From an optimization exercise on the open Yosys and OpenROAD flow, aimed at small area, a short achievable clock period and few clock cycles per item; shortcuts taken in it are not production practice.
No functional check of the RTL was part of any run shown here.
Power is estimated from default activity; no workload was simulated.

<file path="config.mk">
export PLATFORM = sky130hd
export DESIGN_NAME = top
export DESIGN_NICKNAME = top
export VERILOG_FILES = /design/flow/design.v
export SDC_FILE = /design/flow/constraint.sdc
export NUM_CORES = 4
export LEC_CHECK = 0
export CAP_MARGIN = 20
export CORE_MARGIN = 2
export CORE_UTILIZATION = 40
export PLACE_DENSITY = 0.6
export SETUP_SLACK_MARGIN = 2.6
export SLEW_MARGIN = 20
</file>
<file path="constraint.sdc">
create_clock -name core_clock -period 5.0 [get_ports {clk}]
set_input_delay 1.0000 -clock core_clock [delete_from_list [all_inputs] [get_ports {clk}]]
set_output_delay 1.0000 -clock core_clock [all_outputs]
set_load 0.01 [all_outputs]
</file>
<file path="design.v">
module top(clk, rst, start, i, socin1, socin2, socin3, socin4,
           socout1, socout2, socout3, socout4, outReady);
  input clk, rst, start, i;
  input socin1, socin2, socin3, socin4;
  output socout1, socout2, socout3, socout4;
  output reg outReady;
  reg [5:0] cnt;            
  reg [3:0] rc;             
  reg       colf;           
  reg [12:0] c;             
  reg [9:0]  tpos_lo;       
  reg [1:0]  tpos_hi;
  reg [1:0]  tcar;
  reg [12:0] tneg;          
  reg sh_c, sh_s, tpos_acc, tpos_fin, jcalc, r_it, r_init, t_last;
  reg m_s, m_n, m_p, horner, out_sh;
  wire [12:0] c_n  = sh_c ? {i, c[12:1]} : c;
  wire        ng   = c[12];
  wire        ng_n = c_n[12];
  wire [9:0] sv1, sv2, sv3, sv4;      
  wire q1, q2, q3, q4;                
  wire o1, o2, o3, o4;                
  wire [9:0] all_m;
  genvar m;
  generate for (m = 0; m < 10; m = m + 1) begin : th
    assign all_m[m] = (sv1 < 10'd2 || sv1 > (10'd1 << m)) &&
                      (sv2 < 10'd2 || sv2 > (10'd1 << m)) &&
                      (sv3 < 10'd2 || sv3 > (10'd1 << m)) &&
                      (sv4 < 10'd2 || sv4 > (10'd1 << m));
  end endgenerate
  wire [3:0] jn = all_m[1] + all_m[2] + all_m[3] + all_m[4] + all_m[5] +
                  all_m[6] + all_m[7] + all_m[8] + all_m[9];
  wire [9:0] r0 = all_m & ~{1'b0, all_m[9:1]};    
  wire in_rec = (cnt >= 6'd13) & (cnt <= 6'd15);
  wire init   = (cnt == 6'd15) & (!ng | ((rc == 4'd0) & !colf));
  wire itf    = in_rec & (rc != 4'd0) & !init;
  wire [5:0] cnt_n = rst ? 6'd0 :
                     (cnt == 6'd0) ? {5'd0, start} :
                     (cnt == 6'd15) ? (init ? 6'd24 : 6'd15) :
                     (cnt == 6'd48) ? 6'd0 : cnt + 6'd1;
  wire [3:0] rc_n = jcalc ? 4'd10 - jn : rc - {3'd0, itf};
  wire colf_n = itf;
  wire in_rec_n = (cnt_n >= 6'd13) & (cnt_n <= 6'd15);
  wire init_n   = (cnt_n == 6'd15) & (!ng_n | ((rc_n == 4'd0) & !colf_n));
  wire itf_n    = in_rec_n & (rc_n != 4'd0) & !init_n;
  always @(posedge clk) begin
    cnt      <= cnt_n;
    rc       <= rc_n;
    colf     <= colf_n;
    sh_c     <= (cnt_n >= 6'd2)  & (cnt_n <= 6'd14);
    sh_s     <= (cnt_n >= 6'd2)  & (cnt_n <= 6'd11);
    tpos_acc <= (cnt_n >= 6'd3)  & (cnt_n <= 6'd12);
    tpos_fin <= (cnt_n == 6'd12);
    jcalc    <= (cnt_n == 6'd12);
    r_it     <= itf_n | ((cnt_n >= 6'd24) & (cnt_n <= 6'd34));
    r_init   <= init_n;
    t_last   <= colf_n & !itf_n;
    m_s      <= itf_n;
    m_n      <= ng_n & (cnt_n >= 6'd15) & !itf_n;
    m_p      <= !ng_n & (cnt_n >= 6'd15);
    horner   <= (cnt_n >= 6'd24) & (cnt_n <= 6'd35);
    out_sh   <= (cnt_n >= 6'd36) & (cnt_n <= 6'd47);
    outReady <= (cnt_n >= 6'd36) & (cnt_n <= 6'd47);
  end
  always @(posedge clk) c <= c_n;
  wire [2:0] ssum = sv1[9] + sv2[9] + sv3[9] + sv4[9] + tcar;
  always @(posedge clk) begin
    if (sh_c & !tpos_acc) tcar <= 2'd0;
    else if (tpos_acc) begin
      tcar <= ssum[2:1];
      tpos_lo <= {ssum[0], tpos_lo[9:1]};
      if (tpos_fin) tpos_hi <= ssum[2:1];
    end
  end
  wire [2:0] pc  = q1 + q2 + q3 + q4;
  wire [2:0] pco = o1 + o2 + o3 + o4;
  always @(posedge clk) begin
    if (jcalc) tneg <= 13'd0;
    else if (colf) tneg <= {tneg[11:0], 1'b0} + pc + (t_last ? {pco, 10'd0} : 13'd0);
  end
  wire [12:0] T = ({13{m_n}} & tneg) | ({13{m_p}} & {1'b0, tpos_hi, tpos_lo});
  UNIT u1(clk, socin1, sh_s, jcalc, r0, r_it, r_init, colf, m_s, horner, out_sh, ng, c, T, sv1, q1, o1, socout1);
  UNIT u2(clk, socin2, sh_s, jcalc, r0, r_it, r_init, colf, m_s, horner, out_sh, ng, c, T, sv2, q2, o2, socout2);
  UNIT u3(clk, socin3, sh_s, jcalc, r0, r_it, r_init, colf, m_s, horner, out_sh, ng, c, T, sv3, q3, o3, socout3);
  UNIT u4(clk, socin4, sh_s, jcalc, r0, r_it, r_init, colf, m_s, horner, out_sh, ng, c, T, sv4, q4, o4, socout4);
endmodule
module UNIT(clk, sin, sh_s, jcalc, r0, r_it, r_init, qcol, m_s, horner, out_sh, ng, c, T,
            s, qr, one, out);
  input clk, sin, sh_s, jcalc, r_it, r_init, qcol, m_s, horner, out_sh, ng;
  input [9:0] r0;
  input [12:0] c;
  input [12:0] T;
  output [9:0] s;
  output qr, one, out;
  reg [24:0] S;             
  reg [13:0] R;             
  assign s = S[24:15];
  wire   nz = |s;
  assign one = (s == 10'd1);
  assign out = S[11];
  wire q  = !R[13];                   
  assign qr = q & nz & !one;
  wire [12:0] M   = m_s ? {3'b000, s} : T;
  wire [10:0] w   = ng ? {one, S[9:0]} : {1'b0, s};
  wire [13:0] X   = r_init ? {3'b000, w} : {R[12:0], 1'b0};
  wire        sub = r_init | q;
  wire [14:0] Rs  = {X, 1'b1} + {{1'b0, M} ^ {14{sub}}, sub};    
  wire [13:0] Rn  = Rs[14:1];
  always @(posedge clk) begin
    if (jcalc) R <= {4'd0, r0};
    else if (r_it | r_init) R <= Rn;
  end
  wire [24:0] H = {S[23:0], 1'b0} + (q ? {{12{c[12]}}, c} : 25'd0);
  always @(posedge clk) begin
    if (sh_s) S[24:15] <= {sin, S[24:16]};
    else if (r_init) S <= 25'd0;
    else if (jcalc) S[9:0] <= 10'd0;
    else if (qcol) S[9:0] <= {S[8:0], qr};
    else if (horner) S <= H;
    else if (out_sh) S <= {S[24], S[24:1]};
  end
endmodule
</file>
<file path="run.sh">
#!/bin/bash
# synth_recipe.tcl (not shown) runs the flow's synth.tcl, then flattens the netlist and writes it again
# the make line also repeats each setting of config.mk as NAME=value (left out here)
make -C /OpenROAD-flow-scripts/flow DESIGN_CONFIG=/design/flow/config.mk WORK_HOME=/design/flow/orfs CLKGATE_MAP_FILE= SYNTH_SCRIPT=/design/flow/synth_recipe.tcl finish
</file>
==> flow_summary.yaml, run 1 <==
outcome:
  status: "timing/DRC/antenna clean"
final_layout:
  fillers: 4163
  multi_input_area_um2: 15010
  design_area_um2: 26550
  antenna_cells: 0
  areaGrowthSynthToFinish_pct: 37.97
  seq_area_um2: 6076
  final_nets: 2732
  drive_gt1_share_pct: 32.33
clock_network:
  clock_sinks: 219
  worstSkewPairLatency_ps: 580
  cts_root_buf: "clkbuf_16"
  cts_tree: "built"
  cts_hold_buf: 0
  clockBufferDepth: 3
  cts_buffers: 29
  cts.clk_slew.worst_paths_ps: 60
  htree_levels: 1
sta:
  finalHoldViolCount: 0
  tightest_slew_ps: 1050
  skew_ps: 15.36
  timing.final.crit_period_ps: 4937
  max_freq_mhz: 202.6
  fin_crit_sh_pct: 98.74
  slew_headroom_pct: 29.85
  drv_slew: 0
  fin_ws_ps: 63.23
  setup_viol: 0
  rsz0062_at_grt: "yes"
global_route:
  grt_max_degree: 86
  track_usage_pct: 26.37
  gr-usage-met1_pct: 35.24
  grt_pass1_wl_um: 102400
  grt-busiest-layer: "met2"
  grt_pass1_vias: 17750
  use_met3_pct: 3.003
  met2_usage_pct: 43.98
  antenna_found_initial: 3
  grt_overflow: 0
detailed_routing:
  routedWlPerCell_um: 21.92
  vias: 18570
  vias_per_cell: 5.842
  drtIter0Drc: 1334
  antenna_left: 0
  first_pass_iters: 5
  route.detailed.drc: 0
  routed_wl_um: 69670
place:
  gp_congestion: 0.9755
  dp_slack_ps: -104.8
  dpl_cell_area_um2: 21320
  port_buffers: 12
  dp_hpwl_um: 47390
die:
  die_w_um: 223.3
  initial_core_util_pct: 40.38
  die_area_um2: 49870
  io_pins: 13
  core_um2: 47650
  die_h_um: 223.3
  rows: 80
pwr:
  switchingPower_uw: 2258
  power_frac_clock_pct: 30.3
  leakagePower_uw: 0.01100
  intPower_uw: 4612
  irDropWorstVdd_mv: 0.2560
  switching_share_pct: 32.87
  pwr-share-comb_pct: 39.0
  seq_power_share_pct: 30.7
  p_per_area_nw_per_um2: 258.8
min_path:
  hp-class: "flop to flop"
logic_synthesis:
  synthFlopType: "edfxtp_1"
  synth_common_cells: "236 x a21oi_1, 233 x nor2_1, 166 x ha_1"
  synth_edf_count: 164
  yosysMostFrequentCell: "a21oi_1"
  yosysSeqAreaShare_pct: 31.32
  yosysTopAreaCell: "edfxtp_1"
  syn-cell-area_um2: 19240
  avgSynthCellArea_um2: 8.529
  yosysWarnings: 2
  synth.top_cells.by_area: "edfxtp_1 26%, ha_1 11%, xnor2_1 6.2%, a21oi_1 6.1%, dfxtp_1 5.7%"
  syn_inst: 2256
  synthArstFlopShare_pct: 0
  yosysTopAreaCellShare_pct: 25.60
  synth_nets: 2445
  synth.distinct_cells: 74
  ys_ff_latch: 219
setup_path:
  path_class: "flop to flop"
  startpoint_type: "flop"
  worstPathArrival_ps: 5390
  crit_path_end_kind: "flop"
  cp_max_fo: 3
  required_ps: 5460
run:
  cap_violations: 0
[metrics by stage]
| stage | utilization [%] | TNS (ps) | total power, uW | hold slack, ps | cells |
|---|---|---|---|---|---|
| floorplan | - | 0 | 3568 | 417.3 | 2256 |
| global placement | 44.75 | -39.28 | 3932 | 429.1 | 2860 |
| detailed placement | 44.75 | -157.3 | 3959 | 435.9 | 2860 |
| CTS | 51.37 | 0 | 6492 | 443.8 | 3076 |
| global route | 55.72 | -51.71 | 7164 | 465.4 | 3179 |
| finish | 55.72 | 0 | 6870 | 444.6 | 3179 |
[flip-flops by register name (all words and copies together), names as in the netlist, 2 cells and up]
register and flops:
u2.S 25, u1.R 14, u3.R 14, cnt 6
c 13, tneg 13, tcar 2, u3.S 25
u1.S 25, rc 4, tpos_lo 10, u4.R 14
u4.S 25, u2.R 14, tpos_hi 2
[worst max-delay path, stage by stage, from the launching register on]
cell and delay, ps:
edfxtp_1 380, or4_4 560, or3_4 380, nor4b_4 300, a2111o_1 190, nor2_4 60
fa_2 380, ha_4 250, fa_1 530, inv_2 40, fa_2 350, ha_4 230
nand2_2 60, o21ai_2 70, or4_4 580, o211a_1 160, a311o_1 280
[path summary, 6_finish.rpt]
path	slack, ps	startpoint	cells after the start	endpoint
setup / recovery	60	u4.S[17]$_DFFE_PP_	16	r_it$_DFF_P_
hold / removal	440	u1.R[11]$_SDFFE_PP0P_	2	u1.R[11]$_SDFFE_PP0P_
setup reg to reg	60	u4.S[17]$_DFFE_PP_	16	r_it$_DFF_P_
hold reg to reg	440	u1.R[11]$_SDFFE_PP0P_	2	u1.R[11]$_SDFFE_PP0P_
[final cells by class]
cell class,instances,area share (%)
Multi-Input combinational cell,1811,56.53
Timing Repair Buffer,359,12.39
Clock inverter,12,0.3394
Tap cell,615,2.899
Clock buffer,40,3.167
Sequential cell,219,22.89
Inverter,123,1.782
[repair_timing]
action                     CTS  global route
pin swaps                  161           257
resized for setup          194           274
gates cloned                 2             0
setup endpoints to repair  206           291
buffers inserted           162           103
[power by group through the flow]
| stage | sequential (uW) | clock, uW | combinational, uW |
|---|---|---|---|
| finish | 2110 | 2080 | 2680 |
| global route | 2110 | 2180 | 2870 |
| CTS | 2110 | 2110 | 2270 |
| detailed placement | 2170 | 0 | 1790 |
| global placement | 2170 | 0 | 1760 |
| floorplan | 2120 | 0 | 1450 |
[placed cells by master, fill, tap and decap left out, drive strengths merged, types with 7 or more instances in the layout]
master and count:
nand3 36, xor2 49, dfxtp 55, xnor2 136, a21boi 8, o21ai 159, edfxtp 164, a31oi 20
nand2 142, ha 166, nor4 15, a211oi 37, and3 17, nor3 43, a221oi 11, fa 15
nor2b 81, nor2 233, inv 124, and2 14, clkdlybuf4s50 12, mux2 7, a21o 74, nand2b 33
o21a 15, a311oi 9, o31ai 12, o21bai 21, and4 7, clkbuf 41, buf 345, a21oi 236
or4 9, o211ai 9, o22ai 11, nand4 13, or3 20, clkinv 9, or2 13, mux2i 77
[layer usage]
layer,vias up,wire length [um]
li1,8736,-
met1,9091,29740
met2,599,32910
met3,146,4145
met4,0,2872
met5,-,0
[cells by family after synthesis]
kind of cell	share of synthesized area, %
AND/OR/NAND/NOR	17.36
AO/OA/AOI/OAI	21.68
buffers and inverters	4.454
flip-flops	31.32
XOR/XNOR	8.421
adder cells (fa/ha/maj)	12.36
multiplexers	4.415
==> run 2: changes to the inputs <==
--- a/config.mk
+++ b/config.mk
@@ -9,5 +9,5 @@
 export CORE_MARGIN = 2
 export CORE_UTILIZATION = 40
 export PLACE_DENSITY = 0.6
-export SETUP_SLACK_MARGIN = 2.6
+export SETUP_SLACK_MARGIN = 2.2
 export SLEW_MARGIN = 20
==> run 2 against run 1 <==
Design area down 3.6%. Global-route usage fell by 1.6 points. Clock power up 4%. Largest power group unchanged. Combinational power down 8.2%. Still clean on timing, DRC and antenna. Flip-flop and latch count unchanged. Critical path depth grew 3. Critical path type unchanged. Synthesized cell count unchanged.
==> flow_summary.yaml, run 2 <==
setup_path:
  required_ps: 5460
  reg2reg_from: "u2.S[20]$_DFFE_PP_"
  reg2reg_to: "r_it$_DFF_P_"
  rrSetupSlack_ps: 160
  slowest_delay_ps: 580
  startpoint_type: "flop"
  cp_max_fo: 4
  crit_cells: 19
  path_class: "flop to flop"
  crit_path_end_kind: "flop"
  crit_family: "simple AND/OR/NAND/NOR gates"
  worstPathArrival_ps: 5300
  crit_path_top_delay_cell: "or4_4"
  path_cells: "or4_4, nor2_4, nand2_4, or2_4, nor3_2, nor3_1, o221ai_2, a21oi_2, fa_2, ha_4, fa_1, inv_2, fa_2, ha_4, nand2_1, o21ai_1, or4_4, o211a_1, a311o_1"
  rr_worst_depth: 19
  cp-startpoint: "u2.S[20]$_DFFE_PP_"
  path_buf_inv: 1
  worstSetupEndpoint: "r_it$_DFF_P_"
final_layout:
  fillers: 4220
  drive_gt1_share_pct: 27.97
  final_common_cell: "nor2_1"
  instances_no_fill: 3119
  final_cell_mix: "215 x nor2_1, 209 x buf_4, 172 x a21oi_1, 164 x edfxtp_1, 132 x nand2_1"
  final_nets: 2670
  areaGrowthSynthToFinish_pct: 33.05
die:
  die_area_um2: 49870
  rows: 80
  io_pins: 13
  die_w_um: 223.3
  initial_core_util_pct: 40.38
  die_h_um: 223.3
  core_um2: 47650
sta:
  drv_slew: 0
  rsz0062_at_grt: "yes"
  slew_headroom_pct: 33.37
  max_freq_mhz: 206.6
  fin_ws_ps: 159.0
  fin_crit_sh_pct: 96.82
  timing.final.crit_period_ps: 4841
  setup_viol: 0
  setup_tns_ps: 0
  tightest_slew_ps: 997.3
  whs_ps: 445.0
  skew_ps: 9.555
  finalHoldViolCount: 0
clock_network:
  clock_sinks: 219
  worstSkewPairLatency_ps: 580
  cts_buffers: 29
  htree_levels: 1
  cts_root_buf: "clkbuf_16"
  clockBufferDepth: 3
  cts.clk_slew.worst_paths_ps: 60
  cts_tree: "built"
logic_synthesis:
  yosysSeqAreaShare_pct: 31.32
  yosysMostFrequentCell: "a21oi_1"
  synthArstFlopShare_pct: 0
  yosysWarnings: 2
  syn-cell-area_um2: 19240
  yosysTopAreaCell: "edfxtp_1"
  ys_ff_latch: 219
  synth.distinct_cells: 74
  synth.top_cells.by_area: "edfxtp_1 26%, ha_1 11%, xnor2_1 6.2%, a21oi_1 6.1%, dfxtp_1 5.7%"
  synth_edf_count: 164
  syn_inst: 2256
  avgSynthCellArea_um2: 8.529
  yosysTopAreaCellShare_pct: 25.60
  synthFlopType: "edfxtp_1"
  synth_nets: 2445
  synth_common_cells: "236 x a21oi_1, 233 x nor2_1, 166 x ha_1"
global_route:
  grt_overflow: 0
  grt_max_degree: 86
  grt_pass1_wl_um: 95930
  antenna_found_initial: 2
  grt_pass1_vias: 16400
  track_usage_pct: 24.73
outcome:
  status: "timing/DRC/antenna clean"
min_path:
  hp-class: "flop to flop"
  hold_depth: 2
pwr:
  leakagePower_uw: 0.01072
  p_per_area_nw_per_um2: 263.6
  power_uw: 6748
  irDropWorstVdd_mv: 0.2402
detailed_routing:
  routed_wl_um: 69070
  antenna_left: 0
  vias_per_cell: 5.919
  first_pass_iters: 5
  drtIter0Drc: 1416
  route.detailed.drc: 0
  vias: 18460
  routedWlPerCell_um: 22.14
run:
  cap_violations: 0
place:
  dp_slack_ps: -85.86
  port_buffers: 12
  gp_congestion: 0.9745
  dp_hpwl_um: 46760
  dp.cells: 2857
## run 2: where the power goes
| part | switching, uW | total (uW) | internal, uW |
|---|---|---|---|
| Sequential | 78.7 | 2110 | 2030 |
| Clock | 878 | 2170 | 1300 |
| Combinational | 1280 | 2460 | 1180 |
## run 2: worst min-delay path by stage
stage	startpoint	endpoint	slack (ps)
5_1_grt	u3.R[11]$_SDFFE_PP0P_	u3.R[11]$_SDFFE_PP0P_	460
4_1_cts	u3.R[11]$_SDFFE_PP0P_	u3.R[11]$_SDFFE_PP0P_	450
2_1_floorplan	u1.R[10]$_SDFFE_PP0P_	u1.R[10]$_SDFFE_PP0P_	420
3_5_place_dp	u3.R[11]$_SDFFE_PP0P_	u3.R[11]$_SDFFE_PP0P_	440
3_3_place_gp	u4.R[10]$_SDFFE_PP0P_	u4.R[10]$_SDFFE_PP0P_	430
6_report	u3.R[11]$_SDFFE_PP0P_	u3.R[11]$_SDFFE_PP0P_	450
## run 2: cell families (layout without fill, tap and decap cells)
logic type               after synthesis  count (layout)  share of synthesized area, %
XOR/XNOR                             185             185                         8.421
multiplexers                          84              84                         4.415
AO/OA/AOI/OAI                        670             670                         21.68
AND/OR/NAND/NOR                      691             692                         17.36
other                                  0               1                             0
adder cells (fa/ha/maj)              181             181                         12.36
buffers and inverters                226             472                         4.454
flip-flops                           219             219                         31.32
## run 2: metrics by stage
stage               area, um^2  utilization [%]
floorplan                20120                -
global placement         20960            44.00
detailed placement       20970            44.01
CTS                      22090            46.37
global route             25600            53.73
finish                   25600            53.73
## run 2: worst reg2reg max path, stage by stage, from the launching register on
cell,delay (ps)
edfxtp_1,400
or4_4,580
nor2_4,130
nand2_4,80
or2_4,250
nor3_2,120
nor3_1,80
o221ai_2,90
a21oi_2,80
fa_2,400
ha_4,260
fa_1,520
inv_2,40
fa_2,340
ha_4,210
nand2_1,50
o21ai_1,80
or4_4,580
o211a_1,160
a311o_1,280
## run 2: timing repair
| action | CTS | global route |
|---|---|---|
| hold buffers | 0 | 0 |
| pin swaps | 9 | 249 |
| resized for setup | 20 | 439 |
| setup endpoints to repair | 137 | 180 |
| gates cloned | 0 | 5 |
| buffers inserted | 8 | 195 |
## run 2: final cells by class
type	instances	area, um^2	share of cell area (%)
diodes	1	2.502	0.009775
clock buffers	41	863.3	3.372
clock inverters	12	110.1	0.4301
inverters	123	461.7	1.803
multi-input cells	1812	14600	57.03
flip-flops and latches	219	6070	23.71
well taps	615	769.5	3.006
repair buffers	296	2724	10.64
## run 2: layer usage
| metal | wire length (um) | track usage [%] |
|---|---|---|
| met1 | 29870 | 33.90 |
| met2 | 32550 | 41.07 |
| met3 | 4206 | 2.410 |
| met4 | 2442 | 8.000 |
| met5 | 0 | 0 |
==> run 3: changes to the inputs <==
--- a/design.v
+++ b/design.v
@@ -41,8 +41,9 @@
   wire [3:0] rc_n = jcalc ? 4'd10 - jn : rc - {3'd0, itf};
   wire colf_n = itf;
   wire in_rec_n = (cnt_n >= 6'd13) & (cnt_n <= 6'd15);
-  wire init_n   = (cnt_n == 6'd15) & (!ng_n | ((rc_n == 4'd0) & !colf_n));
-  wire itf_n    = in_rec_n & (rc_n != 4'd0) & !init_n;
+  wire rcnz_n   = jcalc | (rc != {3'd0, itf});
+  wire init_n   = (cnt_n == 6'd15) & (!ng_n | (!rcnz_n & !colf_n));
+  wire itf_n    = in_rec_n & rcnz_n & !init_n;
   always @(posedge clk) begin
     cnt      <= cnt_n;
     rc       <= rc_n;
--- a/config.mk
+++ b/config.mk
@@ -9,5 +9,5 @@
 export CORE_MARGIN = 2
 export CORE_UTILIZATION = 40
 export PLACE_DENSITY = 0.6
-export SETUP_SLACK_MARGIN = 2.2
+export SETUP_SLACK_MARGIN = 2.0
 export SLEW_MARGIN = 20
==> run 3 against run 2 <==
Via count up 2.4%. Critical endpoint is now rc[3]$_DFF_P_. Setup slack better by 880 ps. Largest cell class unchanged. Register-to-register slack better by 880 ps. Global-route usage up 2.5 points. Critical path depth down 3. Critical path type unchanged. First-iteration DRC count up 23%. Total power up 7.7%. Still clean on timing, DRC and antenna. Hold slack worse by 0.81 ps. Die area up 0.95%. Largest power group unchanged. Clock skew up 0.90 ps. Clock-buffer cell count down 5.
==> flow_summary.yaml, run 3 <==
pwr:
  p_per_area_nw_per_um2: 283.5
  seq_power_share_pct: 27.9
  irDropWorstVdd_mv: 0.3008
  leakagePower_uw: 0.01018
  switchingPower_uw: 2641
  pwr-share-comb_pct: 43.4
  intPower_uw: 4626
  switching_share_pct: 36.35
  power_frac_clock_pct: 28.7
global_route:
  antenna_found_initial: 0
  grt_max_degree: 100
  grt_pass1_vias: 18100
  track_usage_pct: 27.25
  grt_pass1_wl_um: 106100
  grt_overflow: 0
detailed_routing:
  route.detailed.drc: 0
  drtIter0Drc: 1735
  antenna_left: 0
  routed_wl_um: 71450
  vias_per_cell: 5.950
  vias: 18900
  first_pass_iters: 5
  routedWlPerCell_um: 22.49
die:
  initial_core_util_pct: 40.60
  rows: 80
  die_w_um: 224.4
  io_pins: 13
  die_h_um: 224.4
  core_um2: 47850
  die_area_um2: 50340
setup_path:
  crit_path_top_delay_cell: "fa_1"
  crit_path_end_kind: "flop"
  required_ps: 5440
  worstPathArrival_ps: 4400
  cp_max_fo: 5
  rrSetupSlack_ps: 1040
  startpoint_type: "flop"
  slowest_delay_ps: 490
  path_cells: "nor3_4, nand2_2, buf_4, or3_4, o22ai_2, a221oi_2, o31ai_2, fa_1, buf_4, fa_1, ha_4, fa_2, ha_2, xor2_1, nand2_1, o21ai_1"
  path_class: "flop to flop"
min_path:
  hp-class: "flop to flop"
sta:
  max_freq_mhz: 252.5
  fin_crit_sh_pct: 79.21
  slew_headroom_pct: 30.65
  setup_tns_ps: 0
  skew_ps: 10.45
  finalHoldViolCount: 0
  drv_slew: 0
  timing.final.crit_period_ps: 3960
  tightest_slew_ps: 1040
  setup_viol: 0
  rsz0062_at_grt: "yes"
  fin_ws_ps: 1040
logic_synthesis:
  synthFlopType: "edfxtp_1"
  synth_edf_count: 164
  syn-cell-area_um2: 19430
  yosysTopAreaCell: "edfxtp_1"
  yosysMostFrequentCell: "nor2_1"
  synth_nets: 2478
  synth_common_cells: "265 x nor2_1, 230 x a21oi_1, 165 x ha_1"
  yosysSeqAreaShare_pct: 31.02
  yosysWarnings: 2
  yosysTopAreaCellShare_pct: 25.35
  avgSynthCellArea_um2: 8.483
  syn_inst: 2290
  synth.top_cells.by_area: "edfxtp_1 25%, ha_1 11%, xnor2_1 6.1%, a21oi_1 5.9%, dfxtp_1 5.7%"
  synth.distinct_cells: 81
  synthArstFlopShare_pct: 0
  ys_ff_latch: 219
place:
  gp_congestion: 0.9410
  port_buffers: 12
  dp_hpwl_um: 47610
  dp_slack_ps: 841.7
clock_network:
  worstSkewPairLatency_ps: 580
  cts.clk_slew.worst_paths_ps: 60
  clockBufferDepth: 3
  htree_levels: 1
  cts_root_buf: "clkbuf_16"
  clock_sinks: 219
  cts_buffers: 29
  cts_tree: "built"
outcome:
  status: "timing/DRC/antenna clean"
final_layout:
  drive_gt1_share_pct: 26.96
  final_cell_mix: "242 x nor2_1, 222 x buf_4, 176 x a21oi_1, 164 x edfxtp_1, 136 x ha_1"
  areaGrowthSynthToFinish_pct: 31.97
  final_nets: 2726
  final_common_cell: "nor2_1"
run:
  cap_violations: 0
[run 3: changes by cell type after synthesis, moves of 8 or more]
cell	delta
nor2_1	+32
nor3_1	+8
a211oi_1	-10
o21ai_1	+61
nand2_1	-8
nor2b_1	-10
o21ai_0	-53
a21boi_0	-8
a31oi_1	+11
o21bai_1	+11
inv_1	-12
[run 3: power groups by stage]
stage / clock network [uW] / registers [uW] / logic [uW]
3_3_place_gp: 0 / 2070 / 2180
6_report: 2080 / 2030 / 3160
2_1_floorplan: 0 / 2040 / 1760
4_1_cts: 2110 / 2030 / 2700
5_1_grt: 2180 / 2030 / 3360
3_5_place_dp: 0 / 2070 / 2200
[run 3: path summary, 6_finish.rpt]
path,endpoint,from,depth (start not counted)
max,rc[3]$_DFF_P_,u3.S[17]$_DFFE_PP_,16
min,u1.R[11]$_SDFFE_PP0P_,u1.R[11]$_SDFFE_PP0P_,2
max reg2reg,rc[3]$_DFF_P_,u3.S[17]$_DFFE_PP_,16
min reg2reg,u1.R[11]$_SDFFE_PP0P_,u1.R[11]$_SDFFE_PP0P_,2
[run 3: layout make-up]
cell class,count,area (um^2)
Fill cell,4232,22210
Multi-Input combinational cell,1853,14550
Sequential cell,219,6067
Timing Repair Buffer,321,2892
Tap cell,615,769.5
Clock buffer,36,762.0
Inverter,114,436.7
Clock inverter,16,153.9
Antenna cell,3,7.507
[run 3: metrics by stage]
stage | utilization [%] | cells | total power (uW) | area, um^2 | hold WS (ps)
3_5_place_dp | 42.76 | 2839 | 4270 | 20460 | 435.5
6_report | 53.58 | 3177 | 7267 | 25640 | 444.2
4_1_cts | 50.12 | 3089 | 6841 | 23980 | 445.3
2_1_floorplan | - | 2290 | 3803 | 19980 | 413.1
3_3_place_gp | 42.75 | 2838 | 4253 | 20460 | 430.4
5_1_grt | 53.57 | 3174 | 7574 | 25630 | 475.2
[run 3: timing repair]
action / 4_1_cts / 5_1_grt
hold buffers: 0 / 0
pin swaps: 183 / 174
setup endpoints to repair: 110 / 102
cloned: 2 / 0
setup buffers: 196 / 85
resized for setup: 233 / 201
[run 3: cells by family (layout without fill, tap and decap cells)]
kind of cell               count (synthesis)  count (layout)  share of synthesized area [%]
xor gates and xnor gates                 191             191                          8.611
adders and majority gates                180             180                          12.17
muxes                                     86              86                          4.457
DFF                                      219             219                          31.02
and+or+nand+nor                          708             708                          17.43
other                                      0               3                              0
buffers and inverters                    218             487                          4.315
AOI/OAI and AO/OA                        688             688                          22.00
[run 3: per-layer routing]
layer / GRT usage [%] / share of wire, %
met2: 45.50 / 46
met3: 3.057 / 6.0
met4: 12.18 / 5.0
met5: 0 / 0
met1: 35.56 / 43
[run 3: worst max-delay path, delay by kind of cell (launching register included)]
kind / cells / cell delay [ps]
adders and majority gates: 5 / 1690
AOI/OAI and AO/OA: 4 / 430
DFF: 1 / 440
buffers and inverters: 2 / 330
xor gates and xnor gates: 1 / 140
and+or+nand+nor: 4 / 790
==> run 4: changes to the inputs <==
--- a/config.mk
+++ b/config.mk
@@ -9,5 +9,5 @@
 export CORE_MARGIN = 2
 export CORE_UTILIZATION = 40
 export PLACE_DENSITY = 0.6
-export SETUP_SLACK_MARGIN = 2.0
+export SETUP_SLACK_MARGIN = 2.4
 export SLEW_MARGIN = 20
==> run 4 against run 3 <==
First-iteration DRC count shrank 5.5%. Clock-buffer cell count unchanged. Still clean on timing, DRC and antenna. Combinational power rose by 16%. Clock power rose by 2%. Global-route usage grew 0.25 points. Die area is the same. Critical endpoint unchanged. Core utilization up 1.9 points. Via count rose by 1.6%. Largest power group unchanged. Register-to-register slack improved by 70 ps. Hold slack better by 1.0 ps.
==> flow_summary.yaml, run 4 <==
detailed_routing:
  first_pass_iters: 6
  vias: 19200
  routed_wl_um: 72200
  vias_per_cell: 5.950
  antenna_left: 0
  drtIter0Drc: 1640
  routedWlPerCell_um: 22.38
  route.detailed.drc: 0
logic_synthesis:
  synth.distinct_cells: 81
  avgSynthCellArea_um2: 8.483
  synth_nets: 2478
  yosysMostFrequentCell: "nor2_1"
  syn-cell-area_um2: 19430
  synth_common_cells: "265 x nor2_1, 230 x a21oi_1, 165 x ha_1"
  yosysTopAreaCellShare_pct: 25.35
  yosysTopAreaCell: "edfxtp_1"
  synth_edf_count: 164
  yosysSeqAreaShare_pct: 31.02
  syn_inst: 2290
  synthFlopType: "edfxtp_1"
  synthArstFlopShare_pct: 0
  ys_ff_latch: 219
  yosysWarnings: 2
  synth.top_cells.by_area: "edfxtp_1 25%, ha_1 11%, xnor2_1 6.1%, a21oi_1 5.9%, dfxtp_1 5.7%"
place:
  dp_slack_ps: 927.2
  dp_hpwl_um: 47170
  port_buffers: 12
  gp_congestion: 0.9146
outcome:
  status: "timing/DRC/antenna clean"
setup_path:
  required_ps: 5440
  startpoint_type: "flop"
  crit_path_top_delay_cell: "edfxtp_1"
  cp_max_fo: 6
  crit_family: "adder cells"
  worstPathArrival_ps: 4330
  path_cells: "nor2_1, a21boi_2, nand2_1, a2111oi_1, or3_1, fa_1, fa_1, ha_1, fa_2, ha_2, xor2_1, nand2_1, o21ai_1"
  crit_path_end_kind: "flop"
  path_class: "flop to flop"
  path_buf_inv: 0
  slowest_delay_ps: 510
die:
  rows: 80
  die_h_um: 224.4
  io_pins: 13
  die_w_um: 224.4
  die_area_um2: 50340
  initial_core_util_pct: 40.60
  core_um2: 47850
clock_network:
  cts_hold_buf: 0
  clockBufferDepth: 3
  cts.clk_slew.worst_paths_ps: 60
  clock_sinks: 219
  cts_tree: "built"
  htree_levels: 1
  cts_root_buf: "clkbuf_16"
  cts_buffers: 28
  worstSkewPairLatency_ps: 590
sta:
  fin_ws_ps: 1115
  max_freq_mhz: 257.4
  setup_tns_ps: 0
  rsz0062_at_grt: "yes"
  drv_slew: 0
  timing.final.crit_period_ps: 3885
  finalHoldViolCount: 0
  whs_ps: 445.3
  tightest_slew_ps: 1118
  fin_crit_sh_pct: 77.71
  setup_viol: 0
  slew_headroom_pct: 25.29
  skew_ps: 19.07
global_route:
  grt_overflow: 0
  antenna_found_initial: 1
  track_usage_pct: 27.50
  grt_max_degree: 79
  grt_pass1_vias: 18370
  grt_pass1_wl_um: 107400
pwr:
  irDropWorstVdd_mv: 0.2691
  p_per_area_nw_per_um2: 295.4
  seq_power_share_pct: 25.8
  leakagePower_uw: 0.01057
  intPower_uw: 5001
  switching_share_pct: 36.19
  switchingPower_uw: 2836
  power_frac_clock_pct: 27.2
  pwr-share-comb_pct: 47.0
final_layout:
  final_cell_mix: "260 x buf_4, 236 x nor2_1, 164 x edfxtp_1, 161 x a21oi_1, 126 x ha_1"
  areaGrowthSynthToFinish_pct: 36.57
  final_nets: 2776
  final_common_cell: "buf_4"
  drive_gt1_share_pct: 31.03
  fin_util_pct: 55.45
run:
  cap_violations: 0
min_path:
  hp-class: "flop to flop"
## run 4: timing repair
action | in CTS | in global routing
setup buffers | 218 | 102
setup endpoints to repair | 207 | 185
gates cloned | 5 | 1
gates resized for setup | 260 | 201
pin swaps | 197 | 184
## run 4: through the flow
step	total power (uW)	instances	instance area, um^2
after global placement	4411	2846	20910
after floorplan	3969	2290	20480
final	7836	3226	26530
after detailed placement	4414	2847	20910
after CTS	7356	3122	24820
after global routing	8135	3226	26530
## run 4: cell type report
class	count	area [um^2]
antenna	1	2.502
clock buffer	36	772.0
clock inverter	16	167.7
fill	4158	21320
inverter	114	432.9
multi-input combinational	1854	14920
sequential	219	6067
tap	615	769.5
timing repair buffer	371	3403
## run 4: worst register-to-register path: stages (launching register included)
cell and delay (ps):
edfxtp_1 510, nor2_1 200, a21boi_2 270, nand2_1 100, a2111oi_1 430, or3_1 250, fa_1 480, fa_1 480
ha_1 220, fa_2 360, ha_2 200, xor2_1 130, nand2_1 60, o21ai_1 60
## run 4: power groups by stage
stage / Combinational, uW / Sequential, uW / Clock [uW]
CTS: 3180 / 2020 / 2150
global route: 3890 / 2020 / 2220
detailed placement: 2340 / 2070 / 0
floorplan: 1930 / 2040 / 0
finish: 3680 / 2020 / 2130
global placement: 2340 / 2070 / 0
## run 4: worst paths after layout
check | cells past startpoint | to | slack (ps) | from
worst max-delay path | 13 | rc[3]$_DFF_P_ | 1110 | u4.S[23]$_DFFE_PP_
worst min register to register | 2 | u4.R[11]$_SDFFE_PP0P_ | 450 | u4.R[11]$_SDFFE_PP0P_
worst min-delay path | 2 | u4.R[11]$_SDFFE_PP0P_ | 450 | u4.R[11]$_SDFFE_PP0P_
worst max register to register | 13 | rc[3]$_DFF_P_ | 1110 | u4.S[23]$_DFFE_PP_
## run 4: logic make-up after synthesis
group	count (synthesis)	synth area share, %
compound gates	688	22.00
xor+xnor	191	8.611
fa+ha+maj	180	12.17
buf+inv	218	4.315
flops	219	31.02
mux	86	4.457
simple gates	708	17.43
## run 4: layer usage
| metal | vias to the layer above | wire length [um] | global-route usage (%) |
|---|---|---|---|
| met5 | - | 0 | 0 |
| met4 | 0 | 3506 | 11.11 |
| met3 | 165 | 4697 | 2.613 |
| met2 | 767 | 34020 | 46.42 |
| met1 | 9345 | 29980 | 36.24 |
| li1 | 8918 | - | - |
==> run 5: changes to the inputs <==
--- a/design.v
+++ b/design.v
@@ -5,7 +5,7 @@
   output socout1, socout2, socout3, socout4;
   output reg outReady;
   reg [5:0] cnt;            
-  reg [3:0] rc;             
+  reg [9:0] rt;             
   reg       colf;           
   reg [12:0] c;             
   reg [9:0]  tpos_lo;       
@@ -20,33 +20,40 @@
   wire [9:0] sv1, sv2, sv3, sv4;      
   wire q1, q2, q3, q4;                
   wire o1, o2, o3, o4;                
-  wire [9:0] all_m;
+  wire [9:0] all_m, g1, g2, g3, g4;
   genvar m;
   generate for (m = 0; m < 10; m = m + 1) begin : th
-    assign all_m[m] = (sv1 < 10'd2 || sv1 > (10'd1 << m)) &&
-                      (sv2 < 10'd2 || sv2 > (10'd1 << m)) &&
-                      (sv3 < 10'd2 || sv3 > (10'd1 << m)) &&
-                      (sv4 < 10'd2 || sv4 > (10'd1 << m));
+    if (m == 0) begin : m0
+      assign g1[0] = |sv1[9:1]; assign g2[0] = |sv2[9:1];
+      assign g3[0] = |sv3[9:1]; assign g4[0] = |sv4[9:1];
+    end else if (m == 9) begin : m9
+      assign g1[9] = sv1[9] & |sv1[8:0]; assign g2[9] = sv2[9] & |sv2[8:0];
+      assign g3[9] = sv3[9] & |sv3[8:0]; assign g4[9] = sv4[9] & |sv4[8:0];
+    end else begin : mm
+      assign g1[m] = |sv1[9:m+1] | (sv1[m] & |sv1[m-1:0]);
+      assign g2[m] = |sv2[9:m+1] | (sv2[m] & |sv2[m-1:0]);
+      assign g3[m] = |sv3[9:m+1] | (sv3[m] & |sv3[m-1:0]);
+      assign g4[m] = |sv4[9:m+1] | (sv4[m] & |sv4[m-1:0]);
+    end
+    assign all_m[m] = (g1[m] | !g1[0]) & (g2[m] | !g2[0]) & (g3[m] | !g3[0]) & (g4[m] | !g4[0]);
   end endgenerate
-  wire [3:0] jn = all_m[1] + all_m[2] + all_m[3] + all_m[4] + all_m[5] +
-                  all_m[6] + all_m[7] + all_m[8] + all_m[9];
   wire [9:0] r0 = all_m & ~{1'b0, all_m[9:1]};    
   wire in_rec = (cnt >= 6'd13) & (cnt <= 6'd15);
-  wire init   = (cnt == 6'd15) & (!ng | ((rc == 4'd0) & !colf));
-  wire itf    = in_rec & (rc != 4'd0) & !init;
+  wire init   = (cnt == 6'd15) & (!ng | ((rt == 10'd0) & !colf));
+  wire itf    = in_rec & (rt != 10'd0) & !init;
   wire [5:0] cnt_n = rst ? 6'd0 :
                      (cnt == 6'd0) ? {5'd0, start} :
                      (cnt == 6'd15) ? (init ? 6'd24 : 6'd15) :
                      (cnt == 6'd48) ? 6'd0 : cnt + 6'd1;
-  wire [3:0] rc_n = jcalc ? 4'd10 - jn : rc - {3'd0, itf};
+  wire [9:0] rt_n = jcalc ? {1'b1, ~all_m[9:1]} : itf ? {rt[8:0], 1'b0} : rt;
   wire colf_n = itf;
   wire in_rec_n = (cnt_n >= 6'd13) & (cnt_n <= 6'd15);
-  wire rcnz_n   = jcalc | (rc != {3'd0, itf});
+  wire rcnz_n   = jcalc | (itf ? |rt[8:0] : |rt);
   wire init_n   = (cnt_n == 6'd15) & (!ng_n | (!rcnz_n & !colf_n));
   wire itf_n    = in_rec_n & rcnz_n & !init_n;
   always @(posedge clk) begin
     cnt      <= cnt_n;
-    rc       <= rc_n;
+    rt       <= rt_n;
     colf     <= colf_n;
     sh_c     <= (cnt_n >= 6'd2)  & (cnt_n <= 6'd14);
     sh_s     <= (cnt_n >= 6'd2)  & (cnt_n <= 6'd11);
@@ -107,11 +114,22 @@
   wire        sub = r_init | q;
   wire [14:0] Rs  = {X, 1'b1} + {{1'b0, M} ^ {14{sub}}, sub};    
   wire [13:0] Rn  = Rs[14:1];
-  always @(posedge clk) begin
-    if (jcalc) R <= {4'd0, r0};
-    else if (r_it | r_init) R <= Rn;
-  end
-  wire [24:0] H = {S[23:0], 1'b0} + (q ? {{12{c[12]}}, c} : 25'd0);
+  always @(posedge clk) R <= jcalc ? {4'd0, r0} : Rn;
+  wire [13:0] lo  = {1'b0, S[11:0], 1'b0} + (q ? {1'b0, c} : 14'd0);
+  wire        sc  = q & c[12];
+  wire        inc = lo[13] & !sc;
+  wire        dec = !lo[13] & sc;
+  wire [11:0] x   = S[23:12];
+  wire [11:0] hi;
+  genvar b;
+  generate for (b = 0; b < 12; b = b + 1) begin : hb
+    if (b == 0) begin : b0
+      assign hi[0] = x[0] ^ (inc | dec);
+    end else begin : bb
+      assign hi[b] = x[b] ^ ((inc & (&x[b-1:0])) | (dec & ~(|x[b-1:0])));
+    end
+  end endgenerate
+  wire [24:0] H = {hi, lo[12:0]};
   always @(posedge clk) begin
     if (sh_s) S[24:15] <= {sin, S[24:16]};
     else if (r_init) S <= 25'd0;
==> run 5 against run 4 <==
Highest routed layer unchanged. Combinational power rose by 140%. Flip-flop and latch count increased by 5. Synthesized cell count down 9.3%. Via count is 9.5% lower. Still clean. Clock power about the same. Largest cell class unchanged.
==> flow_summary.yaml, run 5 <==
clock_network:
  cts_tree: "built"
  clockBufferDepth: 3
  clock_sinks: 224
  cts.clk_slew.worst_paths_ps: 60
  cts_buffers: 29
  worstSkewPairLatency_ps: 580
  htree_levels: 1
  cts_hold_buf: 0
  cts_root_buf: "clkbuf_16"
logic_synthesis:
  synth.distinct_cells: 86
  synth_edf_count: 133
  synth_common_cells: "216 x nor2_1, 196 x a21oi_1, 143 x xnor2_1"
  yosysWarnings: 2
  yosysMostFrequentCell: "nor2_1"
  yosysTopAreaCell: "edfxtp_1"
  yosysTopAreaCellShare_pct: 22.41
  syn_inst: 2078
  synth_top_family_by_area: "compound AO/OA/AOI/OAI gates"
  synth_xor_area_share_pct: 9.090
  syn-cell-area_um2: 17820
  synthArstFlopShare_pct: 0
  synth.area.mux_share_pct: 4.963
  synth_fa_ha_area_share_pct: 9.406
  synthFlopType: "edfxtp_1"
  avgSynthCellArea_um2: 8.578
  synth_simple_gate_area_share_pct: 19.50
  synth_nets: 2214
  yosysSeqAreaShare_pct: 32.63
  ys_ff_latch: 224
  synth_compound_area_share_pct: 20.10
  synth.top_cells.by_area: "edfxtp_1 22%, dfxtp_1 10%, ha_1 8.3%, xnor2_1 7.0%, a21oi_1 5.5%"
setup_path:
  path_cells: "buf_6, nor2b_4, ha_4, fa_2, a21o_1, a21oi_2, o21bai_1, a21oi_2, o21ai_2, a31oi_2, nor2b_4, o21a_1, ha_2, nor3b_4, nand2b_1, buf_6, or2_4, mux2i_1, xnor2_1, a22o_1"
  crit_path_top_delay_cell: "edfxtp_1"
  worstPathArrival_ps: 4410
  path_class: "flop to flop"
  startpoint_type: "flop"
  crit_family: "compound AO/OA/AOI/OAI gates"
  rrSetupSlack_ps: 920
  cp-startpoint: "c[1]$_DFFE_PP_"
  reg2reg_from: "c[1]$_DFFE_PP_"
  cp_max_fo: 5
  path_buf_inv: 2
  required_ps: 5320
  crit_path_end_kind: "flop"
  slowest_delay_ps: 420
  rr_worst_depth: 20
  reg2reg_to: "u4.S[22]$_DFFE_PP_"
pwr:
  irDropWorstVdd_mv: 0.2520
  leakagePower_uw: 0.009694
  p_per_area_nw_per_um2: 547.1
  power_uw: 13540
sta:
  fin_crit_sh_pct: 81.68
  setup_tns_ps: 0
  whs_ps: 492.4
  rsz0062_at_grt: "yes"
  tightest_slew_ps: 940.0
  drv_slew: 0
  skew_ps: 14.31
  slew_headroom_pct: 37.19
  timing.final.crit_period_ps: 4084
  setup_viol: 0
  max_freq_mhz: 244.9
  finalHoldViolCount: 0
final_layout:
  antenna_cells: 0
  final_cell_mix: "231 x buf_4, 184 x nor2_1, 136 x a21oi_1, 133 x edfxtp_1, 121 x xnor2_1"
  final_nets: 2481
  areaGrowthSynthToFinish_pct: 38.83
  final_common_cell: "buf_4"
  fin_util_pct: 56.08
  drive_gt1_share_pct: 34.05
  fillers: 3822
  instances_no_fill: 2959
detailed_routing:
  first_pass_iters: 5
  route.detailed.drc: 0
  routed_wl_um: 65930
  vias_per_cell: 5.869
  routedWlPerCell_um: 22.28
  antenna_left: 0
  drtIter0Drc: 1515
  vias: 17370
outcome:
  status: "timing/DRC/antenna clean"
global_route:
  antenna_found_initial: 0
  grt_pass1_vias: 16400
  grt_max_degree: 76
  grt_overflow: 0
  track_usage_pct: 26.54
  grt_pass1_wl_um: 96430
place:
  dp_hpwl_um: 41240
  dp.cells: 2588
  gp_congestion: 0.9329
  port_buffers: 12
min_path:
  min_to: "tpos_lo[6]$_DFFE_PP_"
  hold_depth: 0
  min_from: "tpos_lo[7]$_DFFE_PP_"
  hp-class: "flop to flop"
die:
  rows: 77
  die_h_um: 215.1
  die_area_um2: 46270
  core_um2: 44120
  die_w_um: 215.1
  io_pins: 13
  initial_core_util_pct: 40.40
run:
  cap_violations: 0
## run 5: changes by cell type after synthesis, sizes merged, moves of 28 or more
cell    previous run  this run
a21o              72        33
a21oi            231       197
a22o               6        34
dfxtp             55        91
edfxtp           164       133
ha               165       118
inv              113        76
nor2             265       217
nor2b             72       108
o21ai            168       113
## run 5: where the power goes
part           switching [uW]  internal [uW]
Clock                     901           1200
Combinational            4500           4390
Sequential                218           2330
## run 5: kinds of logic (layout without fill, tap and decap cells)
kind of cell,after synthesis,after routing
buf+inv,199,488
xor+xnor,185,185
flops,224,224
fa+ha+maj,128,128
simple gates,700,700
mux,87,87
compound gates,555,555
## run 5: routing by layer
metal | routed length [um] | up-vias | part of all wire, % | global-route usage [%]
li1 | - | 8038 | - | -
met1 | 27540 | 8480 | 42 | 35.85
met2 | 30630 | 660 | 46 | 43.17
met3 | 4435 | 189 | 6.7 | 3.015
met4 | 3330 | 0 | 5.1 | 11.08
met5 | 0 | - | 0 | 0
## run 5: timing repair
item,in CTS,in global routing
endpoints found under the setup margin,150,154
buffers inserted,235,82
pin swaps,197,176
gates resized for setup,282,248
cloned,1,0
## run 5: worst max-delay path by stage
stage,depth (start not counted),to
2_1_floorplan,21,u2.S[24]$_DFFE_PP_
3_3_place_gp,19,u2.S[24]$_DFFE_PP_
3_5_place_dp,18,u4.S[24]$_DFFE_PP_
4_1_cts,20,u4.S[22]$_DFFE_PP_
5_1_grt,20,u4.S[22]$_DFFE_PP_
6_report,20,u4.S[22]$_DFFE_PP_
## run 5: worst register-to-register path, stage by stage, from the launching register on
cell and delay (ps):
edfxtp_1 420, buf_6 150, nor2b_4 130, ha_4 180
fa_2 350, a21o_1 170, a21oi_2 170, o21bai_1 130
a21oi_2 190, o21ai_2 90, a31oi_2 200, nor2b_4 200
o21a_1 120, ha_2 180, nor3b_4 190, nand2b_1 130
buf_6 160, or2_4 230, mux2i_1 170, xnor2_1 90
a22o_1 180
## run 5: layout make-up
cell class / instances / area (um^2) / share of cell area [%]
inverter: 76 / 289.0 / 1.168
timing repair buffer: 359 / 3302 / 13.34
clock inverter: 15 / 145.1 / 0.5865
tap: 592 / 740.7 / 2.993
clock buffer: 38 / 779.5 / 3.150
multi-input combinational: 1655 / 13630 / 55.10
sequential: 224 / 5856 / 23.66
## run 5: per-stage QoR
stage | instance area [um^2] | setup WS [ps]
finish | 24750 | 915.9
global route | 24750 | 723.1
CTS | 22950 | 982.0
detailed placement | 18870 | 812.1
global placement | 18840 | 858.2
floorplan | 18400 | 1157
==> run 6: changes to the inputs <==
--- a/config.mk
+++ b/config.mk
@@ -9,5 +9,5 @@
 export CORE_MARGIN = 2
 export CORE_UTILIZATION = 40
 export PLACE_DENSITY = 0.6
-export SETUP_SLACK_MARGIN = 2.4
+export SETUP_SLACK_MARGIN = 2.0
 export SLEW_MARGIN = 20
==> run 6 against run 5 <==
Clock-buffer cell count is 5 lower. Via count is 3.3% lower. Maximum frequency is 1.2% higher. Routed wire length is 5.0% lower. Die area stayed put. Global-route usage is 1.0 points lower. Non-clock buffer count is 94 lower. Critical path type unchanged. Critical endpoint is now u2.S[24]$_DFFE_PP_.
==> flow_summary.yaml, run 6 <==
detailed_routing:
  vias: 16790
  vias_per_cell: 5.862
  first_pass_iters: 5
  drtIter0Drc: 1470
  route.detailed.drc: 0
  antenna_left: 0
  highest_layer: "met4"
  wl_met2_um: 28030
  routed_wl_um: 62610
  routedWlPerCell_um: 21.85
  wl_met3_um: 4353
  wirelength_met1_um: 27230
logic_synthesis:
  yosysTopAreaCellShare_pct: 22.41
  syn_inst: 2078
  synth_nets: 2214
  avgSynthCellArea_um2: 8.578
  synth.distinct_cells: 86
  synthFlopType: "edfxtp_1"
  ys_ff_latch: 224
  synth_xor_area_share_pct: 9.090
  synth.top_cells.by_area: "edfxtp_1 22%, dfxtp_1 10%, ha_1 8.3%, xnor2_1 7.0%, a21oi_1 5.5%"
  synth_fa_ha_area_share_pct: 9.406
  syn-cell-area_um2: 17820
  synth_simple_gate_area_share_pct: 19.50
  yosysWarnings: 2
  yosysMostFrequentCell: "nor2_1"
  yosysTopAreaCell: "edfxtp_1"
  synth_compound_area_share_pct: 20.10
  synth.area.mux_share_pct: 4.963
  synth_edf_count: 133
  yosysSeqAreaShare_pct: 32.63
  synthArstFlopShare_pct: 0
  synth_top_family_by_area: "compound AO/OA/AOI/OAI gates"
  synth_common_cells: "216 x nor2_1, 196 x a21oi_1, 143 x xnor2_1"
clock_network:
  clock_sinks: 224
  htree_levels: 1
  cts_buffers: 29
  cts_root_buf: "clkbuf_16"
  cts.clk_slew.worst_paths_ps: 60
  cts_hold_buf: 0
  cts_tree: "built"
  clockBufferDepth: 3
  worstSkewPairLatency_ps: 570
global_route:
  antenna_found_initial: 1
  grt_overflow: 0
  grt_pass1_wl_um: 93010
  track_usage_pct: 25.53
  grt_max_degree: 99
  grt_pass1_vias: 15750
place:
  dpl_cell_area_um2: 18780
  dp.cells: 2595
  dp_hpwl_um: 41470
  port_buffers: 12
  gp_congestion: 1.011
final_layout:
  design_area_um2: 23070
  seq_area_um2: 5854
  final_nets: 2387
  final_cell_mix: "195 x nor2_1, 187 x buf_4, 163 x a21oi_1, 133 x edfxtp_1, 131 x xnor2_1"
  instances_no_fill: 2865
  fillers: 4074
  final_common_cell: "nor2_1"
  antenna_cells: 0
  multi_input_area_um2: 12780
  areaGrowthSynthToFinish_pct: 29.43
  drive_gt1_share_pct: 26.53
sta:
  finalHoldViolCount: 0
  whs_ps: 477.5
  setup_viol: 0
  tightest_slew_ps: 965.0
  drv_slew: 0
  timing.final.crit_period_ps: 4034
  slew_headroom_pct: 35.54
  max_freq_mhz: 247.9
  skew_ps: 12.53
  setup_tns_ps: 0
  rsz0062_at_grt: "yes"
  fin_crit_sh_pct: 80.69
die:
  io_pins: 13
  core_um2: 44120
  initial_core_util_pct: 40.40
  die_w_um: 215.1
  die_area_um2: 46270
  rows: 77
  die_h_um: 215.1
setup_path:
  crit_path_end_kind: "flop"
  path_class: "flop to flop"
  startpoint_type: "flop"
  cp_max_fo: 5
  required_ps: 5320
  worstPathArrival_ps: 4350
outcome:
  status: "timing/DRC/antenna clean"
pwr:
  power_uw: 12410
  leakagePower_uw: 0.009020
  p_per_area_nw_per_um2: 537.9
  irDropWorstVdd_mv: 0.3192
run:
  cap_violations: 0
min_path:
  hp-class: "flop to flop"
==> run 6: cell counts after synthesis <==
No cell type changed its count.
==> run 6: worst paths after layout <==
check | from | to | slack (ps) | cells after the start
worst min-delay path | tpos_lo[7]$_DFFE_PP_ | tpos_lo[6]$_DFFE_PP_ | 480 | 0
worst max-delay path | c[1]$_DFFE_PP_ | u2.S[24]$_DFFE_PP_ | 970 | 19
worst max register to register | c[1]$_DFFE_PP_ | u2.S[24]$_DFFE_PP_ | 970 | 19
worst min register to register | tpos_lo[7]$_DFFE_PP_ | tpos_lo[6]$_DFFE_PP_ | 480 | 0
==> run 6: layout make-up <==
class                           count  area share (%)
Clock buffer                       33           3.254
Clock inverter                     20          0.9708
Inverter                           76           1.253
Multi-Input combinational cell   1655           55.38
Sequential cell                   224           25.38
Tap cell                          592           3.211
Timing Repair Buffer              265           10.55
==> run 6: per-stage QoR <==
stage	utilization (%)	setup slack, ps
after floorplan	-	1157
after global placement	42.56	763.9
after detailed placement	42.56	762.2
after CTS	49.05	943.2
after global routing	52.28	757.1
final	52.28	965.7
==> run 6: where the power goes <==
group / switching (uW) / internal, uW / leakage [uW]
registers: 217 / 2330 / 0.00195
logic: 4000 / 3690 / 0.00660
clock network: 891 / 1290 / 0.000475
total: 5110 / 7300 / 0.00902
==> run 6: cells by family after synthesis <==
| kind of cell | Yosys count |
|---|---|
| and+or+nand+nor | 700 |
| AOI/OAI and AO/OA | 555 |
| DFF | 224 |
| buffers and inverters | 199 |
| xor gates and xnor gates | 185 |
| adders and majority gates | 128 |
| muxes | 87 |
==> run 6: repair_timing <==
item,CTS,global route
cloned,2,0
endpoints found under the setup margin,95,91
endpoints found under the hold margin,0,0
resized for setup,175,166
pin swaps,106,152
setup buffers,139,75
==> run 6: worst max-delay path, stage by stage (launching register included) <==
cell	delay, ps
edfxtp_1	440
nor2b_4	170
ha_4	160
fa_2	350
a21o_1	180
a21oi_2	130
o21bai_1	90
a21oi_2	160
o21a_1	170
o21ai_2	90
nor2_2	120
o21a_1	140
ha_2	170
nor3b_4	190
nand2b_1	130
or3_4	400
nor4b_2	260
a41oi_1	80
xnor2_1	160
a22o_1	200
==> run 6: routing by layer <==
metal  track usage (%)  vias to the layer above
met2             39.97                      625
met4             10.32                        0
li1                  -                     7837
met3             3.892                      153
met1             35.26                     8179
met5                 0                        -
==> run 7: changes to the inputs <==
--- a/design.v
+++ b/design.v
@@ -41,8 +41,7 @@
   wire in_rec = (cnt >= 6'd13) & (cnt <= 6'd15);
   wire init   = (cnt == 6'd15) & (!ng | ((rt == 10'd0) & !colf));
   wire itf    = in_rec & (rt != 10'd0) & !init;
-  wire [5:0] cnt_n = rst ? 6'd0 :
-                     (cnt == 6'd0) ? {5'd0, start} :
+  wire [5:0] cnt_n = (cnt == 6'd0) ? {5'd0, start} :
                      (cnt == 6'd15) ? (init ? 6'd24 : 6'd15) :
                      (cnt == 6'd48) ? 6'd0 : cnt + 6'd1;
   wire [9:0] rt_n = jcalc ? {1'b1, ~all_m[9:1]} : itf ? {rt[8:0], 1'b0} : rt;
@@ -52,9 +51,16 @@
   wire init_n   = (cnt_n == 6'd15) & (!ng_n | (!rcnz_n & !colf_n));
   wire itf_n    = in_rec_n & rcnz_n & !init_n;
   always @(posedge clk) begin
-    cnt      <= cnt_n;
     rt       <= rt_n;
     colf     <= colf_n;
+  end
+  always @(posedge clk) begin
+    if (rst) begin
+      cnt <= 6'd0;
+      {sh_c, sh_s, tpos_acc, tpos_fin, jcalc, r_it, r_init, t_last} <= 8'd0;
+      {m_s, m_n, m_p, horner, out_sh, outReady} <= 6'd0;
+    end else begin
+    cnt      <= cnt_n;
     sh_c     <= (cnt_n >= 6'd2)  & (cnt_n <= 6'd14);
     sh_s     <= (cnt_n >= 6'd2)  & (cnt_n <= 6'd11);
     tpos_acc <= (cnt_n >= 6'd3)  & (cnt_n <= 6'd12);
@@ -69,6 +75,7 @@
     horner   <= (cnt_n >= 6'd24) & (cnt_n <= 6'd35);
     out_sh   <= (cnt_n >= 6'd36) & (cnt_n <= 6'd47);
     outReady <= (cnt_n >= 6'd36) & (cnt_n <= 6'd47);
+    end
   end
   always @(posedge clk) c <= c_n;
   wire [2:0] ssum = sv1[9] + sv2[9] + sv3[9] + sv4[9] + tcar;
@@ -115,21 +122,7 @@
   wire [14:0] Rs  = {X, 1'b1} + {{1'b0, M} ^ {14{sub}}, sub};    
   wire [13:0] Rn  = Rs[14:1];
   always @(posedge clk) R <= jcalc ? {4'd0, r0} : Rn;
-  wire [13:0] lo  = {1'b0, S[11:0], 1'b0} + (q ? {1'b0, c} : 14'd0);
-  wire        sc  = q & c[12];
-  wire        inc = lo[13] & !sc;
-  wire        dec = !lo[13] & sc;
-  wire [11:0] x   = S[23:12];
-  wire [11:0] hi;
-  genvar b;
-  generate for (b = 0; b < 12; b = b + 1) begin : hb
-    if (b == 0) begin : b0
-      assign hi[0] = x[0] ^ (inc | dec);
-    end else begin : bb
-      assign hi[b] = x[b] ^ ((inc & (&x[b-1:0])) | (dec & ~(|x[b-1:0])));
-    end
-  end endgenerate
-  wire [24:0] H = {hi, lo[12:0]};
+  wire [24:0] H = {S[23:0], 1'b0} + (q ? {{12{c[12]}}, c} : 25'd0);
   always @(posedge clk) begin
     if (sh_s) S[24:15] <= {sin, S[24:16]};
     else if (r_init) S <= 25'd0;
--- a/config.mk
+++ b/config.mk
@@ -9,5 +9,5 @@
 export CORE_MARGIN = 2
 export CORE_UTILIZATION = 40
 export PLACE_DENSITY = 0.6
-export SETUP_SLACK_MARGIN = 2.0
+export SETUP_SLACK_MARGIN = 2.2
 export SLEW_MARGIN = 20
==> run 7 against run 6 <==
Via count is 17% higher. Non-clock buffer count is 90 higher. Die area is 8.4% higher. Critical path depth is 6 lower. Clock-buffer cell count is 8 higher. Clock skew is 3.2 ps higher. Sequential power hardly changed. First-iteration DRC count is 29% higher. Clock power hardly changed. Largest cell class unchanged.
==> flow_summary.yaml, run 7 <==
detailed_routing:
  drtIter0Drc: 1895
  routedWlPerCell_um: 23.47
  routed_wl_um: 75570
  first_pass_iters: 6
  route.detailed.drc: 0
  vias: 19640
  vias_per_cell: 6.099
  antenna_left: 0
pwr:
  leakagePower_uw: 0.01079
  irDropWorstVdd_mv: 0.3059
  p_per_area_nw_per_um2: 585.5
logic_synthesis:
  synthFlopType: "edfxtp_1"
  synth_nets: 2479
  yosysTopAreaCell: "edfxtp_1"
  yosysTopAreaCellShare_pct: 20.65
  syn_inst: 2306
  avgSynthCellArea_um2: 8.388
  yosysMostFrequentCell: "nor2_1"
  ys_ff_latch: 224
  synth.distinct_cells: 82
  syn-cell-area_um2: 19340
  synth.top_cells.by_area: "edfxtp_1 21%, ha_1 10%, dfxtp_1 9.4%, a21oi_1 5.9%, xnor2_1 5.8%"
  synth_common_cells: "263 x nor2_1, 227 x a21oi_1, 156 x ha_1"
  yosysWarnings: 2
  yosysSeqAreaShare_pct: 30.06
  synthArstFlopShare_pct: 0
  synth_edf_count: 133
clock_network:
  cts_root_buf: "clkbuf_16"
  cts_buffers: 30
  cts_tree: "built"
  cts_hold_buf: 0
  cts.clk_slew.worst_paths_ps: 60
  htree_levels: 1
  clockBufferDepth: 3
  clock_sinks: 224
  worstSkewPairLatency_ps: 590
sta:
  setup_tns_ps: 0
  tightest_slew_ps: 1218
  drv_slew: 0
  slew_headroom_pct: 18.63
  rsz0062_at_grt: "yes"
  setup_viol: 0
  skew_ps: 15.73
  whs_ps: 482.1
  finalHoldViolCount: 0
  max_freq_mhz: 294.8
  fin_crit_sh_pct: 67.83
  timing.final.crit_period_ps: 3392
final_layout:
  seq_area_um2: 5861
  final_nets: 2753
  final_common_cell: "nor2_1"
  drive_gt1_share_pct: 29.76
  instances_no_fill: 3220
  areaGrowthSynthToFinish_pct: 37.67
  fillers: 4041
  final_cell_mix: "240 x nor2_1, 235 x buf_4, 160 x a21oi_1, 133 x edfxtp_1, 126 x nand2_1"
  multi_input_area_um2: 15340
  design_area_um2: 26630
global_route:
  antenna_found_initial: 6
  grt_max_degree: 62
  grt_pass1_vias: 18170
  track_usage_pct: 27.96
  grt_pass1_wl_um: 108500
  grt_overflow: 0
place:
  dp.cells: 2854
  dp_hpwl_um: 48450
  gp_congestion: 0.9620
  dpl_cell_area_um2: 20360
  port_buffers: 12
setup_path:
  required_ps: 5290
  worstPathArrival_ps: 3680
  crit_path_end_kind: "flop"
  cp_max_fo: 3
  path_class: "flop to flop"
  startpoint_type: "flop"
die:
  die_h_um: 223.9
  die_area_um2: 50130
  die_w_um: 223.9
  core_um2: 47750
  io_pins: 13
  initial_core_util_pct: 40.51
  rows: 80
outcome:
  status: "timing/DRC/antenna clean"
run:
  cap_violations: 0
min_path:
  hp-class: "flop to flop"
[run 7: area by class of cell]
cell class / instances / share of cell area [%]
tap: 615 / 2.889
timing repair buffer: 355 / 12.54
antenna: 1 / 0.009397
clock inverter: 15 / 0.5121
clock buffer: 41 / 3.204
sequential: 224 / 22.01
multi-input combinational: 1883 / 57.60
inverter: 86 / 1.231
[run 7: logic make-up (layout without fill, tap and decap cells)]
logic type | count (synthesis) | after routing | synth area share, %
AO/OA/AOI/OAI | 692 | 692 | 22.74
XOR/XNOR | 187 | 187 | 8.467
adder cells (fa/ha/maj) | 165 | 165 | 11.02
buffers and inverters | 199 | 497 | 3.881
flip-flops | 224 | 224 | 30.06
multiplexers | 95 | 95 | 4.961
other | 0 | 1 | 0
AND/OR/NAND/NOR | 744 | 744 | 18.87
[run 7: report_power, final]
part	internal, uW	switching, uW	total [uW]
registers	2320	206	2530
clock network	1290	904	2190
logic	5240	5630	10900
[run 7: per-layer routing]
metal	up-vias	track usage [%]	part of all wire, %
met2	926	45.40	45
met4	2	12.49	5.1
li1	8982	-	-
met1	9510	36.50	40
met5	-	0	0.012
met3	218	4.696	9.0
[run 7: stage by stage]
step	total power (uW)	utilization (%)	worst slack, ps
after floorplan	8333	-	1714
after global placement	9591	42.65	1418
after detailed placement	9679	42.65	1300
after CTS	13350	50.73	1689
after global routing	16510	55.77	1544
final	15590	55.78	1608
[run 7: final timing paths]
kind	from	depth (start not counted)	end	slack (ps)
worst max-delay path	c[1]$_DFFE_PP_	13	u1.S[23]$_DFFE_PP_	1610
worst min-delay path	tpos_lo[4]$_DFFE_PP_	0	tpos_lo[3]$_DFFE_PP_	480
worst max register to register	c[1]$_DFFE_PP_	13	u1.S[23]$_DFFE_PP_	1610
worst min register to register	tpos_lo[4]$_DFFE_PP_	0	tpos_lo[3]$_DFFE_PP_	480
[run 7: what timing repair did]
action / in CTS / in global routing
endpoints found under the setup margin: 156 / 117
gates resized for setup: 277 / 282
buffers inserted: 188 / 117
gates cloned: 2 / 2
pin swaps: 165 / 215
[run 7: critical path: stages, from the launching register on]
cell      delay, ps
edfxtp_1        460
buf_6           170
buf_6           110
nor2b_4         140
ha_4            160
fa_2            350
a211oi_2        230
o211ai_1        180
a31o_1          260
a31oi_4         220
o21ai_2         130
o31ai_2         290
mux2i_1         230
o211ai_1        150

## static timing again, ports no longer ideal
How much do the figures lean on ideal ports? The routed layouts below were timed once more, with nothing changed but the port constraints.
Step 1, drivers: a clkbuf_16 drives clk and a buf_2 each remaining input, both assumed.
Step 2 adds t to the input delays and takes it off the output delays; t is the mean of the earliest and latest rising clock arrival at the registers after step 1. Input paths then give back, and output paths get back, about the clock's delay inside the block.
Three values: ideal, step 1, step 2; two values: the first two.
run	t, ns	slack for setup (ns)	clock arrival spread, ns	worst register clock-pin slew, ns	worst slew at a driven data input, ns
run 1	0.633	0.063 / 0.063 / 0.063	0.018 / 0.019	0.07 / 0.07	0.04
run 2	0.639	0.159 / 0.159 / 0.159	0.010 / 0.009	0.06 / 0.06	0.04
run 3	0.632	1.040 / 1.040 / 1.040	0.010 / 0.010	0.06 / 0.06	0.03
run 4	0.635	1.115 / 1.115 / 1.115	0.020 / 0.019	0.07 / 0.07	0.04
run 5	0.626	0.916 / 0.916 / 0.916	0.016 / 0.016	0.07 / 0.07	0.04
run 6	0.623	0.966 / 0.966 / 0.966	0.013 / 0.014	0.07 / 0.07	0.03
run 7	0.642	1.608 / 1.608 / 1.608	0.016 / 0.016	0.07 / 0.07	0.04
After both steps setup and hold are still met in every run listed.
